Source: an optimization exercise on an open RTL-to-GDS flow (aim: small area). Production flows keep margins and buffers that such runs may drop. The RTL was checked by simulation tests, not by an equivalence proof against the original design. The clock port is modelled as an ideal driver, which makes a skipped or thinned clock tree look cheaper than it is; a real chip needs a root buffer or a tree. Power figures rest on the tool's default switching activity, not on a simulated workload.

== JK ==
==> flow/design.v <==
`timescale 1ns / 1ps
module top_time_clock(
    input i_clk, i_reset, i_mode, i_onOff,
    input i_inc_hour, i_inc_min, i_clr_sec,
    output [7:0] o_font,
    output [3:0] o_digit
    );
    reg [2:0] r_q; reg r_t;         
    reg [2:0] r_s;                  
    reg [3:0] r_u;                  
    reg [3:0] r_cu, r_ct;           
    reg [5:0] r_sec, r_min;
    reg [4:0] r_hour;
    wire w = r_q[2] & ~r_q[1];
    wire tick = w & ~r_t;
    wire u9 = r_u[3] & r_u[0];
    wire cu9 = r_cu[3] & r_cu[0];
    wire ct9 = r_ct[3] & r_ct[0];
    wire s59 = r_sec[5] & r_sec[4] & r_sec[3] & r_sec[1] & r_sec[0];
    wire m59 = r_min[5] & r_min[4] & r_min[3] & r_min[1] & r_min[0];
    wire h23 = r_hour[4] & r_hour[2] & r_hour[1] & r_hour[0];
    wire cu_inc = tick & u9;
    wire ct_inc = cu_inc & cu9;
    wire s_inc = ct_inc & ct9;
    wire m_carry = s_inc & s59;
    wire m_inc = i_inc_min | m_carry;
    wire h_inc = i_inc_hour | (m_carry & m59);
    always @(posedge i_clk or posedge i_reset) begin
        if (i_reset) begin
            r_q <= 0; r_t <= 0; r_s <= 0; r_u <= 0; r_cu <= 0; r_ct <= 0;
            r_sec <= 0; r_min <= 0; r_hour <= 0;
        end else begin
            r_q <= {r_q[1:0], ~(r_q[1] | r_q[2])};
            if (w) r_t <= ~r_t;
            if (tick) r_s <= r_s + 3'd1;
            if (i_clr_sec) begin
                r_u <= 0; r_cu <= 0; r_ct <= 0; r_sec <= 0;
            end else begin
                if (tick) r_u <= u9 ? 4'd0 : r_u + 4'd1;
                if (cu_inc) r_cu <= cu9 ? 4'd0 : r_cu + 4'd1;
                if (ct_inc) r_ct <= ct9 ? 4'd0 : r_ct + 4'd1;
                if (s_inc) r_sec <= s59 ? 6'd0 : r_sec + 6'd1;
            end
            if (m_inc) r_min <= m59 ? 6'd0 : r_min + 6'd1;
            if (h_inc) r_hour <= h23 ? 5'd0 : r_hour + 5'd1;
        end
    end
    assign o_digit = ~(4'b0001 << r_s[1:0]);
    reg [5:0] x;
    always @(*) begin
        case ({i_mode, r_s[1]})
            2'b00: x = r_min;
            2'b01: x = {1'b0, r_hour};
            default: x = r_sec;
        endcase
    end
    function [3:0] a3; input [3:0] v; a3 = (v >= 4'd5) ? v + 4'd3 : v; endfunction
    wire [3:0] dd_a = a3({1'b0, x[5:3]});
    wire [3:0] dd_b = a3({dd_a[2:0], x[2]});
    wire [3:0] dd_c = a3({dd_b[2:0], x[1]});
    wire [3:0] ones = {dd_c[2:0], x[0]};
    wire [3:0] tens = {1'b0, dd_a[3], dd_b[3], dd_c[3]};
    wire [3:0] digit = (i_mode & ~r_s[1]) ? (r_s[0] ? r_ct : r_cu) : (r_s[0] ? tens : ones);
    reg [6:0] seg;
    always @(*) begin
        case (digit)
            4'd0: seg = 7'h40;
            4'd1: seg = 7'h79;
            4'd2: seg = 7'h24;
            4'd3: seg = 7'h30;
            4'd4: seg = 7'h19;
            4'd5: seg = 7'h12;
            4'd6: seg = 7'h02;
            4'd7: seg = 7'h78;
            4'd8: seg = 7'h00;
            default: seg = 7'h10;
        endcase
    end
    wire blank = i_onOff | r_s[2];
    assign o_font[6:0] = blank ? 7'h7f : seg;
    assign o_font[7] = ~(~i_onOff & (r_s == 3'd6) & (r_ct[3] | (r_ct[2] & (r_ct[1] | r_ct[0]))));
endmodule
Settings: LEC_CHECK=0, CAP_MARGIN=20, CORE_MARGIN=2, CORE_UTILIZATION=40, SLEW_MARGIN=20; clock period 12.0 ns.
standard.sh (not shown) runs the stock make flow with config.mk's settings and CLKGATE_MAP_FILE= SYNTH_SCRIPT=/design/flow/synth_recipe.tcl, a recipe that flattens the netlist after the stock synthesis.
==> flow/flow/run.sh <==
#!/bin/bash
# Own layout flow: the standard synthesis (standard.sh synth), then an area-oriented
# re-mapping of the combinational logic only (every register instance kept with its name
# and cell type), then the standard ORFS steps from floorplan to finish, with buf_1 port
# buffers and a small clock tree. Each tool writes its own log in this folder.
set -euo pipefail
source flow/params.sh
WORK=$PWD
RES=$WORK/orfs/results/$FLOW_PLATFORM/top_time_clock/base
export REMAP_LIB=$FLOW_HOME/platforms/$FLOW_PLATFORM/lib/sky130_fd_sc_hd__tt_025C_1v80.lib
export FLOW_TOP

bash standard.sh synth > 1_synth_standard.log 2>&1
cp $RES/1_2_yosys.v $WORK/synth_standard.v

best=""; best_area=""
input=$WORK/synth_standard.v
for round in 1 2 3; do
  for s in flow/abc_*.script; do
    n=r${round}_$(basename $s .script)
    ( export REMAP_IN=$input REMAP_OUT=$WORK/remap_$n.v REMAP_SCRIPT=$WORK/$s
      timeout 900 yosys -c flow/remap.tcl > remap_$n.log 2>&1 || true ) &
    while (( $(jobs -r | wc -l) >= ${NUM_CORES:-4} )); do sleep 1; done
  done
  wait
  for s in flow/abc_*.script; do
    n=r${round}_$(basename $s .script)
    f=$WORK/remap_$n.v
    [[ -f $f.stat && -f $f ]] || continue
    a=$(awk '/Chip area/ {print $NF}' $f.stat)
    echo "$n $a" >> remap_areas.log
    if [[ -z "$best" ]] || awk "BEGIN{exit !($a < $best_area)}"; then best=$f; best_area=$a; fi
  done
  [[ -n "$best" ]] && input=$best
done
echo "best: $best $best_area" >> remap_areas.log
if [[ -n "$best" ]]; then
  cp $best $RES/1_2_yosys.v
  touch $RES/1_2_yosys.v
fi

bash standard.sh finish \
  "BUFFER_PORTS_ARGS=-buffer_cell sky130_fd_sc_hd__buf_1" \
  "CTS_ARGS=$CTS_ARGS" \
  "PRE_CTS_TCL=$PRE_CTS_TCL" \
  > 2_finish_standard.log 2>&1
==> flow/flow/abc_j10.script <==
strash
&get -n
&deepsyn -J 400 -T 240 -S 110
&put
dch -f
amap -m
==> flow/flow/abc_j11.script <==
strash
&get -n
&deepsyn -J 400 -T 240 -S 121
&put
dch -f
amap -m
==> flow/flow/abc_j12.script <==
strash
&get -n
&deepsyn -J 400 -T 240 -S 132
&put
dch -f
amap -m
==> flow/flow/abc_j13.script <==
strash
&get -n
&deepsyn -J 400 -T 240 -S 42
&put
dch -f
amap -m
==> flow/flow/abc_j14.script <==
strash
&get -n
&deepsyn -J 400 -T 240 -S 53
&put
dch -f
amap -m
==> flow/flow/abc_j15.script <==
strash
&get -n
&deepsyn -J 400 -T 240 -S 64
&put
dch -f
amap -m
==> flow/flow/abc_j16.script <==
strash
&get -n
&deepsyn -J 400 -T 240 -S 75
&put
dch -f
amap -m
==> flow/flow/abc_j9.script <==
strash
&get -n
&deepsyn -J 400 -T 240 -S 99
&put
dch -f
amap -m
==> flow/flow/params.sh <==
CTS_ARGS="-sink_clustering_enable -repair_clock_nets -buf_list sky130_fd_sc_hd__clkbuf_4 -dont_use_dummy_load"
# one hand-made clock buffer instead of TritonCTS (empty PRE_CTS_TCL keeps TritonCTS)
PRE_CTS_TCL=$PWD/flow/cts_single.tcl
export CLOCK_BUF_CELL=sky130_fd_sc_hd__clkbuf_8
export CLOCK_BUF_COUNT=2
export CLOCK_PORT_NAME=i_clk
==> flow/flow/remap.tcl <==
# Re-map the combinational logic of the standard synthesis netlist for area.
# Registers are kept as they are (instances, names and cell types).
yosys -import
set lib $::env(REMAP_LIB)
set du {}
foreach c {*probe* *lpflow* *clkdly* *dlygate* *dlymetal* *_16 *_12 *clkbuf* *clkinv* *bufbuf* *bufinv*} {
  lappend du -dont_use $c
}
read_liberty -ignore_miss_func $lib
read_verilog $::env(REMAP_IN)
hierarchy -top $::env(FLOW_TOP)
setattr -mod -set keep_hierarchy 1 sky130_fd_sc_hd__df*
flatten
setattr -mod -set blackbox 1 sky130_fd_sc_hd__df*
hierarchy -top $::env(FLOW_TOP)
yosys rename -hide w:*.*
opt_clean -purge
abc -liberty $lib {*}$du -script $::env(REMAP_SCRIPT)
opt_clean -purge
splitnets
opt_clean -purge
hilomap -singleton -hicell sky130_fd_sc_hd__conb_1 HI -locell sky130_fd_sc_hd__conb_1 LO
insbuf -buf sky130_fd_sc_hd__buf_1 A X
opt_clean -purge
tee -o $::env(REMAP_OUT).stat stat -liberty $lib
write_verilog -noattr -noexpr -nohex -nodec $::env(REMAP_OUT)
Other scripts of this flow, unchanged in this note and not shown: flow/flow/abc_j1.script, flow/flow/abc_j2.script, flow/flow/abc_j3.script, flow/flow/abc_j4.script, flow/flow/abc_j5.script, flow/flow/abc_j6.script, flow/flow/abc_j7.script, flow/flow/abc_j8.script, flow/flow/cts_single.tcl
Inputs modified between JK and MS:
--- a/flow/flow/run.sh
+++ b/flow/flow/run.sh
@@ -14,23 +14,19 @@
 cp $RES/1_2_yosys.v $WORK/synth_standard.v
 
+for s in flow/abc_*.script; do
+  n=$(basename $s .script)
+  ( export REMAP_IN=$WORK/synth_standard.v REMAP_OUT=$WORK/remap_$n.v REMAP_SCRIPT=$WORK/$s
+    timeout 900 yosys -c flow/remap.tcl > remap_$n.log 2>&1 || true ) &
+  while (( $(jobs -r | wc -l) >= ${NUM_CORES:-4} )); do sleep 1; done
+done
+wait
 best=""; best_area=""
-input=$WORK/synth_standard.v
-for round in 1 2 3; do
-  for s in flow/abc_*.script; do
-    n=r${round}_$(basename $s .script)
-    ( export REMAP_IN=$input REMAP_OUT=$WORK/remap_$n.v REMAP_SCRIPT=$WORK/$s
-      timeout 900 yosys -c flow/remap.tcl > remap_$n.log 2>&1 || true ) &
-    while (( $(jobs -r | wc -l) >= ${NUM_CORES:-4} )); do sleep 1; done
-  done
-  wait
-  for s in flow/abc_*.script; do
-    n=r${round}_$(basename $s .script)
-    f=$WORK/remap_$n.v
-    [[ -f $f.stat && -f $f ]] || continue
-    a=$(awk '/Chip area/ {print $NF}' $f.stat)
-    echo "$n $a" >> remap_areas.log
-    if [[ -z "$best" ]] || awk "BEGIN{exit !($a < $best_area)}"; then best=$f; best_area=$a; fi
-  done
-  [[ -n "$best" ]] && input=$best
+for s in flow/abc_*.script; do
+  n=$(basename $s .script)
+  f=$WORK/remap_$n.v
+  [[ -f $f.stat && -f $f ]] || continue
+  a=$(awk '/Chip area/ {print $NF}' $f.stat)
+  echo "$n $a" >> remap_areas.log
+  if [[ -z "$best" ]] || awk "BEGIN{exit !($a < $best_area)}"; then best=$f; best_area=$a; fi
 done
 echo "best: $best $best_area" >> remap_areas.log
==> flow/flow/abc_k1.script (new file) <==
strash
&get -n
&deepsyn -J 400 -T 240 -S 5
&put
dch -f
map -a
removed: flow/flow/abc_j10.script
removed: flow/flow/abc_j11.script
removed: flow/flow/abc_j12.script
removed: flow/flow/abc_j13.script
removed: flow/flow/abc_j14.script
removed: flow/flow/abc_j15.script
removed: flow/flow/abc_j16.script
removed: flow/flow/abc_j9.script
Findings:
Having completed the whole flow, MS delivered a layout that passed the timing, DRC and antenna checks.
MS vs. JK: power in combinational cells +16%, global-route wire length before repair -about 3%, number of cells in the finished layout apart from fillers +3, number of buffers added to fix hold violations after cts ~0 delta.
Lower setup slack was reported by MS, not JK.
MS ends up with a height of the chip that is 0.39% higher than in JK.
MS vs JK, cell with the biggest individual delay on the critical path: sky130_fd_sc_hd__nor4_1 vs sky130_fd_sc_hd__a311oi_1
Relative to MS, the following input files were edited for AL:
--- a/flow/flow/run.sh
+++ b/flow/flow/run.sh
@@ -14,19 +14,23 @@
 cp $RES/1_2_yosys.v $WORK/synth_standard.v
 
-for s in flow/abc_*.script; do
-  n=$(basename $s .script)
-  ( export REMAP_IN=$WORK/synth_standard.v REMAP_OUT=$WORK/remap_$n.v REMAP_SCRIPT=$WORK/$s
-    timeout 900 yosys -c flow/remap.tcl > remap_$n.log 2>&1 || true ) &
-  while (( $(jobs -r | wc -l) >= ${NUM_CORES:-4} )); do sleep 1; done
-done
-wait
 best=""; best_area=""
-for s in flow/abc_*.script; do
-  n=$(basename $s .script)
-  f=$WORK/remap_$n.v
-  [[ -f $f.stat && -f $f ]] || continue
-  a=$(awk '/Chip area/ {print $NF}' $f.stat)
-  echo "$n $a" >> remap_areas.log
-  if [[ -z "$best" ]] || awk "BEGIN{exit !($a < $best_area)}"; then best=$f; best_area=$a; fi
+input=$WORK/synth_standard.v
+for round in 1 2; do
+  for s in flow/abc_*.script; do
+    n=r${round}_$(basename $s .script)
+    ( export REMAP_IN=$input REMAP_OUT=$WORK/remap_$n.v REMAP_SCRIPT=$WORK/$s
+      timeout 900 yosys -c flow/remap.tcl > remap_$n.log 2>&1 || true ) &
+    while (( $(jobs -r | wc -l) >= ${NUM_CORES:-4} )); do sleep 1; done
+  done
+  wait
+  for s in flow/abc_*.script; do
+    n=r${round}_$(basename $s .script)
+    f=$WORK/remap_$n.v
+    [[ -f $f.stat && -f $f ]] || continue
+    a=$(awk '/Chip area/ {print $NF}' $f.stat)
+    echo "$n $a" >> remap_areas.log
+    if [[ -z "$best" ]] || awk "BEGIN{exit !($a < $best_area)}"; then best=$f; best_area=$a; fi
+  done
+  [[ -n "$best" ]] && input=$best
 done
 echo "best: $best $best_area" >> remap_areas.log
==> flow/flow/abc_j10.script (new file) <==
strash
&get -n
&deepsyn -J 400 -T 240 -S 110
&put
dch -f
amap -m
==> flow/flow/abc_j11.script (new file) <==
strash
&get -n
&deepsyn -J 400 -T 240 -S 121
&put
dch -f
amap -m
==> flow/flow/abc_j12.script (new file) <==
strash
&get -n
&deepsyn -J 400 -T 240 -S 132
&put
dch -f
amap -m
==> flow/flow/abc_j9.script (new file) <==
strash
&get -n
&deepsyn -J 400 -T 240 -S 99
&put
dch -f
amap -m
removed: flow/flow/abc_k1.script
Notes after the runs:
- Sort AL and MS by global-route track usage on met2, descending, and AL comes first.
- Reported for AL and MS, post-route antenna net violation count turned out identical to the last digit.
- Looking at net total in the final layout, AL sits 1 above MS.
- In the flow results for AL and MS, the final core utilization is larger on AL.
- MS → AL: global-route track usage on met1 higher; placed wire-length estimate fell 1.5%.
diff inputs: AL => TR
--- a/flow/flow/run.sh
+++ b/flow/flow/run.sh
@@ -14,23 +14,19 @@
 cp $RES/1_2_yosys.v $WORK/synth_standard.v
 
+for s in flow/abc_*.script; do
+  n=$(basename $s .script)
+  ( export REMAP_IN=$WORK/synth_standard.v REMAP_OUT=$WORK/remap_$n.v REMAP_SCRIPT=$WORK/$s
+    timeout 900 yosys -c flow/remap.tcl > remap_$n.log 2>&1 || true ) &
+  while (( $(jobs -r | wc -l) >= ${NUM_CORES:-4} )); do sleep 1; done
+done
+wait
 best=""; best_area=""
-input=$WORK/synth_standard.v
-for round in 1 2; do
-  for s in flow/abc_*.script; do
-    n=r${round}_$(basename $s .script)
-    ( export REMAP_IN=$input REMAP_OUT=$WORK/remap_$n.v REMAP_SCRIPT=$WORK/$s
-      timeout 900 yosys -c flow/remap.tcl > remap_$n.log 2>&1 || true ) &
-    while (( $(jobs -r | wc -l) >= ${NUM_CORES:-4} )); do sleep 1; done
-  done
-  wait
-  for s in flow/abc_*.script; do
-    n=r${round}_$(basename $s .script)
-    f=$WORK/remap_$n.v
-    [[ -f $f.stat && -f $f ]] || continue
-    a=$(awk '/Chip area/ {print $NF}' $f.stat)
-    echo "$n $a" >> remap_areas.log
-    if [[ -z "$best" ]] || awk "BEGIN{exit !($a < $best_area)}"; then best=$f; best_area=$a; fi
-  done
-  [[ -n "$best" ]] && input=$best
+for s in flow/abc_*.script; do
+  n=$(basename $s .script)
+  f=$WORK/remap_$n.v
+  [[ -f $f.stat && -f $f ]] || continue
+  a=$(awk '/Chip area/ {print $NF}' $f.stat)
+  echo "$n $a" >> remap_areas.log
+  if [[ -z "$best" ]] || awk "BEGIN{exit !($a < $best_area)}"; then best=$f; best_area=$a; fi
 done
 echo "best: $best $best_area" >> remap_areas.log
Findings:
Comparing global routing usage on met1 for AL and TR, the bigger number came from AL.
TR vs AL — switching power rose about 1%.
The worst-path cell with the longest stage delay comes out sky130_fd_sc_hd__a2111oi_0 in one run and sky130_fd_sc_hd__nor4_1 in the other, namely in AL and TR respectively.
AL → TR: layout inverter count without the clock tree shrank by about 4%, fmax higher, cell area after layout higher, worst hold margin has remained practically unchanged, routed length on met3 climbed about 21%.
Taking AL as the reference, in TR share of post-route cells with drive strength above 1 barely changed; global router's overall resource usage went down by 0.81 points; final worst setup slack rose 0.28 ns.
The inputs of PW differ from those of TR as listed below.
--- a/flow/flow/run.sh
+++ b/flow/flow/run.sh
@@ -14,19 +14,23 @@
 cp $RES/1_2_yosys.v $WORK/synth_standard.v
 
-for s in flow/abc_*.script; do
-  n=$(basename $s .script)
-  ( export REMAP_IN=$WORK/synth_standard.v REMAP_OUT=$WORK/remap_$n.v REMAP_SCRIPT=$WORK/$s
-    timeout 900 yosys -c flow/remap.tcl > remap_$n.log 2>&1 || true ) &
-  while (( $(jobs -r | wc -l) >= ${NUM_CORES:-4} )); do sleep 1; done
-done
-wait
 best=""; best_area=""
-for s in flow/abc_*.script; do
-  n=$(basename $s .script)
-  f=$WORK/remap_$n.v
-  [[ -f $f.stat && -f $f ]] || continue
-  a=$(awk '/Chip area/ {print $NF}' $f.stat)
-  echo "$n $a" >> remap_areas.log
-  if [[ -z "$best" ]] || awk "BEGIN{exit !($a < $best_area)}"; then best=$f; best_area=$a; fi
+input=$WORK/synth_standard.v
+for round in 1 2 3; do
+  for s in flow/abc_*.script; do
+    n=r${round}_$(basename $s .script)
+    ( export REMAP_IN=$input REMAP_OUT=$WORK/remap_$n.v REMAP_SCRIPT=$WORK/$s
+      timeout 900 yosys -c flow/remap.tcl > remap_$n.log 2>&1 || true ) &
+    while (( $(jobs -r | wc -l) >= ${NUM_CORES:-4} )); do sleep 1; done
+  done
+  wait
+  for s in flow/abc_*.script; do
+    n=r${round}_$(basename $s .script)
+    f=$WORK/remap_$n.v
+    [[ -f $f.stat && -f $f ]] || continue
+    a=$(awk '/Chip area/ {print $NF}' $f.stat)
+    echo "$n $a" >> remap_areas.log
+    if [[ -z "$best" ]] || awk "BEGIN{exit !($a < $best_area)}"; then best=$f; best_area=$a; fi
+  done
+  [[ -n "$best" ]] && input=$best
 done
 echo "best: $best $best_area" >> remap_areas.log
@@ -40,3 +44,4 @@
   "CTS_ARGS=$CTS_ARGS" \
   "PRE_CTS_TCL=$PRE_CTS_TCL" \
+  "PRE_GLOBAL_PLACE_TCL=$PRE_GLOBAL_PLACE_TCL" \
   > 2_finish_standard.log 2>&1
==> flow/flow/abc_j13.script (new file) <==
strash
&get -n
&deepsyn -J 400 -T 240 -S 42
&put
dch -f
amap -m
==> flow/flow/abc_j14.script (new file) <==
strash
&get -n
&deepsyn -J 400 -T 240 -S 53
&put
dch -f
amap -m
==> flow/flow/abc_j15.script (new file) <==
strash
&get -n
&deepsyn -J 400 -T 240 -S 64
&put
dch -f
amap -m
==> flow/flow/abc_j16.script (new file) <==
strash
&get -n
&deepsyn -J 400 -T 240 -S 75
&put
dch -f
amap -m
--- a/flow/flow/params.sh
+++ b/flow/flow/params.sh
@@ -5,2 +5,5 @@
 export CLOCK_BUF_COUNT=2
 export CLOCK_PORT_NAME=i_clk
+# upsize the reset-net inverter before placement (empty PRE_GLOBAL_PLACE_TCL skips it)
+PRE_GLOBAL_PLACE_TCL=$PWD/flow/reset_drv.tcl
+export RESET_DRIVER_CELL=sky130_fd_sc_hd__inv_4
==> flow/flow/reset_drv.tcl (new file) <==
# PRE_GLOBAL_PLACE hook: the inverter that drives the registers' RESET_B pins is upsized
# (same function), so that repair_design need not add a buffer on that net.
set block [ord::get_db_block]
set db [ord::get_db]
set done {}
foreach inst [$block getInsts] {
  set it [$inst findITerm RESET_B]
  if {$it == "NULL" || $it == ""} { continue }
  set net [$it getNet]
  if {$net == "NULL"} { continue }
  foreach d [$net getITerms] {
    if {![$d isOutputSignal]} { continue }
    set drv [$d getInst]
    if {[lsearch $done [$drv getName]] >= 0} { continue }
    if {[[$drv getMaster] getName] eq "sky130_fd_sc_hd__inv_1"} {
      $drv swapMaster [$db findMaster $::env(RESET_DRIVER_CELL)]
      puts "reset driver [$drv getName] resized to $::env(RESET_DRIVER_CELL)"
    }
    lappend done [$drv getName]
  }
}
==> results.txt <==
Per the comparison of PW with TR, number of antenna diodes saw little to no change; layout overhead on the synthesized area saw a decrease. Compared with TR, in PW total non-filler cell area in the finished layout now smaller; instance count on the critical path went down by 1; sequential cell fraction of total power shows an increase of 2.1 points. Net total in the final layout for PW is lower than for TR. Total setup violations reported at the end of the flow delta (PW -> TR): insignificant. PW and TR ended up with roughly the same estimated wirelength of the detail-placed design. A slowest stage cell on the critical path of sky130_fd_sc_hd__a222oi_1 is what PW shows, while sky130_fd_sc_hd__nor4_1 belongs to TR. Looking at non-filler instance count after layout, PW sits 4 lower than TR does. Relative to TR, PW degrades global-route wire length before repair. Cmp PW and TR / global-route usage / lower: TR.
In every run of this note, the design's own scripts or RTL, not TritonCTS, make the clock network.

[port drivers added, routing unchanged]
No port has a modelled driver above. Below, the same layouts with a new extraction and two added sets of constraints. Step 1 sets driving cells, clkbuf_16 on the clock port and buf_2 on the other inputs (assumed; they add their load-dependent delay and slew). Step 2, shift: input delay + t, output delay - t, t = (earliest + latest rising clock arrival at the registers) / 2. This alone moves slack from input paths to output paths. Slacks: ideal ports / drivers / drivers and shift; pairs: ideal ports / drivers.
run	shift t [ns]	setup slack, ns	latest minus earliest clock arrival (ns)	slew at the worst register clock pin (ns)	pins driven straight from the clock port
JK	0.203	4.192 / 4.166 / 4.166	0.009 / 0.009	0.11 / 0.11	2
MS	0.199	4.073 / 4.040 / 4.040	0.013 / 0.012	0.12 / 0.12	2
AL	0.198	3.798 / 3.768 / 3.768	0.015 / 0.016	0.12 / 0.12	2
TR	0.199	4.073 / 4.040 / 4.040	0.013 / 0.012	0.12 / 0.12	2
PW	0.198	4.178 / 4.153 / 4.153	0.011 / 0.012	0.12 / 0.12	2
After both steps every run listed still meets setup and hold.
